This design comes from an exercise in tuning for small area and a short achievable clock period on the open sky130 flow, not from production work.
In this exercise RTL edits were held to simulation tests only and were not proved equivalent to the original.

Design PE, start of the top module:
module PE (
    input              clk,
    input              CIM_en,
    input              STDW,  
    input              STDR,  
    input        [5:0] STD_A,  
    input        [3:0] weight_in,  
    input      [255:0] act_in,  
    output reg   [3:0] weight_out,  
    output reg  [13:0] PSUM  
);
For scale: about 260 flip-flops.
export LEC_CHECK = 0
export CAP_MARGIN = 20
export CORE_MARGIN = 2
export CORE_UTILIZATION = 40
export CTS_BUF_LIST = sky130_fd_sc_hd__clkbuf_4
export SLEW_MARGIN = 20
export SYNTH_HIERARCHICAL = 1
create_clock -name core_clock -period 20.0 [get_ports {clk}]
standard.sh (not shown) runs the stock make flow with config.mk's settings and CLKGATE_MAP_FILE= SYNTH_SCRIPT=/design/flow/synth_recipe.tcl, a recipe that flattens the netlist after the stock synthesis.
==> flow/flow/run.sh <==
#!/bin/bash
# The standard layout, with plain buf_1 cells as the port buffers.
set -euo pipefail
bash standard.sh synth > synth.log 2>&1
bash standard.sh BUFFER_PORTS_ARGS="-buffer_cell sky130_fd_sc_hd__buf_1" finish > finish.log 2>&1
Next try:
--- a/flow/config.mk
+++ b/flow/config.mk
@@ -9,5 +9,5 @@
 export CORE_MARGIN = 2
 export CORE_UTILIZATION = 40
-export CTS_BUF_LIST = sky130_fd_sc_hd__clkbuf_4
+export CTS_BUF_LIST = sky130_fd_sc_hd__clkbuf_2 sky130_fd_sc_hd__clkbuf_4
 export SLEW_MARGIN = 20
 export SYNTH_HIERARCHICAL = 1
=> Sequential share of layout area is unchanged; worst hold slack does not change; wire length is unchanged; sequential cell count is unchanged.
Next try:
--- a/flow/config.mk
+++ b/flow/config.mk
@@ -8,6 +8,5 @@
 export CAP_MARGIN = 20
 export CORE_MARGIN = 2
-export CORE_UTILIZATION = 40
-export CTS_BUF_LIST = sky130_fd_sc_hd__clkbuf_2 sky130_fd_sc_hd__clkbuf_4
+export CORE_UTILIZATION = 60
 export SLEW_MARGIN = 20
 export SYNTH_HIERARCHICAL = 1
The new run went through all stages and came out clean.
Setup slack got worse by 0.16 ns.
Die area goes down by 33%.
Worst hold slack improved by 0.23 ns.
Routed wire length goes down by 4.6%.
Clock-buffer cell count goes down by 62.
Area after synthesis does not change.
Next try:
--- a/flow/config.mk
+++ b/flow/config.mk
@@ -8,5 +8,5 @@
 export CAP_MARGIN = 20
 export CORE_MARGIN = 2
-export CORE_UTILIZATION = 60
+export CORE_UTILIZATION = 40
 export SLEW_MARGIN = 20
 export SYNTH_HIERARCHICAL = 1
Effect:
- global-route usage drops by 16 points
- worst hold slack improved by 0.081 ns
- via count drops by about 4.5%
- area after synthesis does not change
- utilization drops by 21 points
- cell count climbs by about 10%
- final area climbs by about 1.6%
- count of clock-buffer cells in the layout climbs by 5

Another version of the RTL of PE (not shown whole).
Size in the first run: ~290 I/O pins, about 33000 um2 of cells after synthesis.
==> flow/config.mk <==
export PLATFORM = sky130hd
export DESIGN_NAME = PE
export DESIGN_NICKNAME = PE
export VERILOG_FILES = /design/flow/design.v
export SDC_FILE = /design/flow/constraint.sdc
export NUM_CORES = 4
export LEC_CHECK = 0
export CAP_MARGIN = 20
export CORE_MARGIN = 2
export CORE_UTILIZATION = 40
export CTS_BUF_LIST = sky130_fd_sc_hd__clkbuf_4
export SLEW_MARGIN = 20
export SYNTH_HIERARCHICAL = 1
==> flow/constraint.sdc <==
create_clock -name core_clock -period 20.0 [get_ports {clk}]
set_input_delay 4.0000 -clock core_clock [delete_from_list [all_inputs] [get_ports {clk}]]
set_output_delay 4.0000 -clock core_clock [all_outputs]
set_load 0.01 [all_outputs]
==> flow/flow/run.sh <==
#!/bin/bash
# The standard layout, with two changes: after the standard synthesis the
# nor3 cells (the address decoders) are set to their smallest drive strength
# (flow/downsize.py; the repair steps size up where needed), and the port
# buffers are plain buf_1 cells.
set -euo pipefail
R=orfs/results/$FLOW_PLATFORM/PE/base
bash standard.sh synth > synth.log 2>&1
python3 flow/downsize.py $R/1_2_yosys.v $FLOW_HOME/platforms/$FLOW_PLATFORM/lef/sky130_fd_sc_hd_merged.lef nor3 > downsize.log 2>&1
touch $R/1_2_yosys.v
bash standard.sh synth > synth_odb.log 2>&1
bash standard.sh BUFFER_PORTS_ARGS="-buffer_cell sky130_fd_sc_hd__buf_1" finish > finish.log 2>&1
==> flow/flow/downsize.py <==
#!/usr/bin/env python3
"""Set the cells of the families named on the command line to the smallest
drive strength of their family (same function, same pins), in place. Used
for the address decoders, which are far from the critical path; the layout's
repair steps size up again wherever slew or capacitance need it.
usage: downsize.py NETLIST.v CELLS.lef FAMILY..."""
import re, sys, collections

net_path, lef_path = sys.argv[1], sys.argv[2]
ONLY = ["sky130_fd_sc_hd__" + f for f in sys.argv[3:]]
lef = open(lef_path).read()
area = {m.group(1): float(m.group(2)) * float(m.group(3))
        for m in re.finditer(r'MACRO (\w+).*?SIZE\s+([\d.]+)\s+BY\s+([\d.]+)', lef, re.S)}
fam = collections.defaultdict(list)
for c in area:
    m = re.match(r'(sky130_fd_sc_hd__\w+?)_(\d+)$', c)
    if m:
        fam[m.group(1)].append((area[c], -int(m.group(2)), c))
SKIP = ('df', 'dl', 'clk', 'lpflow', 'probe', 'tap', 'fill', 'decap', 'conb', 'diode', 'sdf', 'edf')
swaps = collections.Counter()
def repl(m):
    cell = m.group(2)
    f = re.match(r'(sky130_fd_sc_hd__\w+?)_(\d+)$', cell)
    if not f or any(s in cell for s in SKIP) or f.group(1) not in ONLY:
        return m.group(0)
    best = min(fam[f.group(1)])[2]
    if area[best] < area[cell]:
        swaps[(cell, best)] += 1
        return m.group(1) + best + m.group(3)
    return m.group(0)
src = open(net_path).read()
out = re.sub(r'^(\s*)(sky130_fd_sc_hd__\w+)(\s)', repl, src, flags=re.M)
open(net_path, 'w').write(out)
saved = 0.0
for (a, b), n in sorted(swaps.items()):
    saved += (area[a] - area[b]) * n
    print(f"{n:5d} {a} -> {b}")
print(f"area saved: {saved:.1f} um2")
The baseline finished clean.
Then changed:
==> flow/flow/run.sh (replaced) <==
#!/bin/bash
# The standard layout, with two changes: after the standard synthesis every
# combinational cell is set to the smallest drive strength of its family
# (flow/downsize.py; the repair steps size up where needed), and the port
# buffers are plain buf_1 cells.
set -euo pipefail
R=orfs/results/$FLOW_PLATFORM/PE/base
bash standard.sh synth > synth.log 2>&1
python3 flow/downsize.py $R/1_2_yosys.v $FLOW_HOME/platforms/$FLOW_PLATFORM/lef/sky130_fd_sc_hd_merged.lef > downsize.log 2>&1
touch $R/1_2_yosys.v
bash standard.sh synth > synth_odb.log 2>&1
bash standard.sh BUFFER_PORTS_ARGS="-buffer_cell sky130_fd_sc_hd__buf_1" finish > finish.log 2>&1
--- a/flow/flow/downsize.py
+++ b/flow/flow/downsize.py
@@ -1,12 +1,11 @@
 #!/usr/bin/env python3
-"""Set the cells of the families named on the command line to the smallest
-drive strength of their family (same function, same pins), in place. Used
-for the address decoders, which are far from the critical path; the layout's
-repair steps size up again wherever slew or capacitance need it.
-usage: downsize.py NETLIST.v CELLS.lef FAMILY..."""
+"""Set every combinational cell of a synthesized netlist to the smallest drive
+strength of its own cell family (same function, same pins), in place.
+Flip-flops, latches and clock cells are left as they are. The layout's repair
+steps size up again wherever slew, capacitance or timing need it.
+usage: downsize.py NETLIST.v CELLS.lef"""
 import re, sys, collections
 
 net_path, lef_path = sys.argv[1], sys.argv[2]
-ONLY = ["sky130_fd_sc_hd__" + f for f in sys.argv[3:]]
 lef = open(lef_path).read()
 area = {m.group(1): float(m.group(2)) * float(m.group(3))
@@ -22,5 +21,5 @@
     cell = m.group(2)
     f = re.match(r'(sky130_fd_sc_hd__\w+?)_(\d+)$', cell)
-    if not f or any(s in cell for s in SKIP) or f.group(1) not in ONLY:
+    if not f or any(s in cell for s in SKIP):
         return m.group(0)
     best = min(fam[f.group(1)])[2]
@@ -31,4 +30,10 @@
 src = open(net_path).read()
 out = re.sub(r'^(\s*)(sky130_fd_sc_hd__\w+)(\s)', repl, src, flags=re.M)
+# and2b (X = ~A_N & B) is the same function as nor2b (Y = ~A & B_N), which is smaller
+def and2b(m):
+    body = m.group(2).replace(".A_N(", ".@A(").replace(".B(", ".B_N(").replace(".X(", ".Y(").replace(".@A(", ".A(")
+    swaps[(m.group(1), "sky130_fd_sc_hd__nor2b_1")] += 1
+    return "sky130_fd_sc_hd__nor2b_1" + body
+out = re.sub(r'(sky130_fd_sc_hd__and2b_\d+)(\s[^;]*?\);)', and2b, out, flags=re.S)
 open(net_path, 'w').write(out)
 saved = 0.0
- CELL_PAD_IN_SITES_DETAIL_PLACEMENT: default -> 1
- CELL_PAD_IN_SITES_GLOBAL_PLACEMENT: default -> 1
- PLACE_DENSITY: default -> 0.5
Routed wire length went up by 7.0%. Final cell count barely changes. Hold slack got worse by 0.12 ns. Die area went down by 1.5%. Non-clock buffer count went up by 2. Count of clock-buffer cells in the layout went up by 4.
Then changed:
==> flow/flow/run.sh (replaced) <==
#!/bin/bash
# The standard layout, with two changes: after the standard synthesis the
# nor3 cells (the address decoders) are set to their smallest drive strength
# (flow/downsize.py; the repair steps size up where needed), and the port
# buffers are plain buf_1 cells.
set -euo pipefail
R=orfs/results/$FLOW_PLATFORM/PE/base
bash standard.sh synth > synth.log 2>&1
python3 flow/downsize.py $R/1_2_yosys.v $FLOW_HOME/platforms/$FLOW_PLATFORM/lef/sky130_fd_sc_hd_merged.lef nor3 > downsize.log 2>&1
touch $R/1_2_yosys.v
bash standard.sh synth > synth_odb.log 2>&1
bash standard.sh BUFFER_PORTS_ARGS="-buffer_cell sky130_fd_sc_hd__buf_1" finish > finish.log 2>&1
==> flow/flow/downsize.py (replaced) <==
#!/usr/bin/env python3
"""Set the cells of the families named on the command line to the smallest
drive strength of their family (same function, same pins), in place. Used
for the address decoders, which are far from the critical path; the layout's
repair steps size up again wherever slew or capacitance need it.
usage: downsize.py NETLIST.v CELLS.lef FAMILY..."""
import re, sys, collections

net_path, lef_path = sys.argv[1], sys.argv[2]
ONLY = ["sky130_fd_sc_hd__" + f for f in sys.argv[3:]]
lef = open(lef_path).read()
area = {m.group(1): float(m.group(2)) * float(m.group(3))
        for m in re.finditer(r'MACRO (\w+).*?SIZE\s+([\d.]+)\s+BY\s+([\d.]+)', lef, re.S)}
fam = collections.defaultdict(list)
for c in area:
    m = re.match(r'(sky130_fd_sc_hd__\w+?)_(\d+)$', c)
    if m:
        fam[m.group(1)].append((area[c], -int(m.group(2)), c))
SKIP = ('df', 'dl', 'clk', 'lpflow', 'probe', 'tap', 'fill', 'decap', 'conb', 'diode', 'sdf', 'edf')
swaps = collections.Counter()
def repl(m):
    cell = m.group(2)
    f = re.match(r'(sky130_fd_sc_hd__\w+?)_(\d+)$', cell)
    if not f or any(s in cell for s in SKIP) or f.group(1) not in ONLY:
        return m.group(0)
    best = min(fam[f.group(1)])[2]
    if area[best] < area[cell]:
        swaps[(cell, best)] += 1
        return m.group(1) + best + m.group(3)
    return m.group(0)
src = open(net_path).read()
out = re.sub(r'^(\s*)(sky130_fd_sc_hd__\w+)(\s)', repl, src, flags=re.M)
open(net_path, 'w').write(out)
saved = 0.0
for (a, b), n in sorted(swaps.items()):
    saved += (area[a] - area[b]) * n
    print(f"{n:5d} {a} -> {b}")
print(f"area saved: {saved:.1f} um2")
- CELL_PAD_IN_SITES_DETAIL_PLACEMENT: 1 -> default
- CELL_PAD_IN_SITES_GLOBAL_PLACEMENT: 1 -> default
- CTS_BUF_LIST: sky130_fd_sc_hd__clkbuf_4 -> sky130_fd_sc_hd__clkbuf_8
- CTS_CLUSTER_DIAMETER: default -> 80
- CTS_CLUSTER_SIZE: default -> 16
- PLACE_DENSITY: 0.5 -> default
Result: Setup slack is better by 0.60 ns. Final area increases by about 0.5%. Worst hold slack is better by 0.20 ns. Die area goes up by about 1.5%. Via count falls by about 0.33%.

==> static timing again, ports no longer ideal <==
Ports are ideal in the flow. The routed layouts listed here were re-timed in OpenROAD. Step 1, drivers: a clkbuf_16 drives clk and a buf_2 each remaining input, both assumed. Step 2 also shifts input and output timing later by t, the mid clock arrival at the registers, as if the neighbouring blocks saw the same clock. Slacks: ideal / step 1 / step 2; pairs: ideal / step 1.
run	shift t [ns]	slack for setup (ns)	clock arrival spread, ns	slew at the worst register clock pin (ns)
the first run of note 1	0.942	3.817 / 3.736 / 3.736	0.100 / 0.101	0.07 / 0.07
the second run of note 1	0.942	3.817 / 3.736 / 3.736	0.100 / 0.101	0.07 / 0.07
the third run of note 1	0.700	3.661 / 3.632 / 3.632	0.019 / 0.019	0.07 / 0.07
the fourth run of note 1	0.656	3.958 / 3.887 / 3.887	0.038 / 0.038	0.06 / 0.06
the first run of note 2	0.889	4.587 / 4.559 / 4.559	0.048 / 0.049	0.08 / 0.08
the second run of note 2	1.012	4.000 / 3.971 / 3.971	0.097 / 0.097	0.08 / 0.08
the third run of note 2	0.766	4.599 / 4.571 / 4.571	0.066 / 0.066	0.10 / 0.10
After both steps every run listed still meets setup and hold.
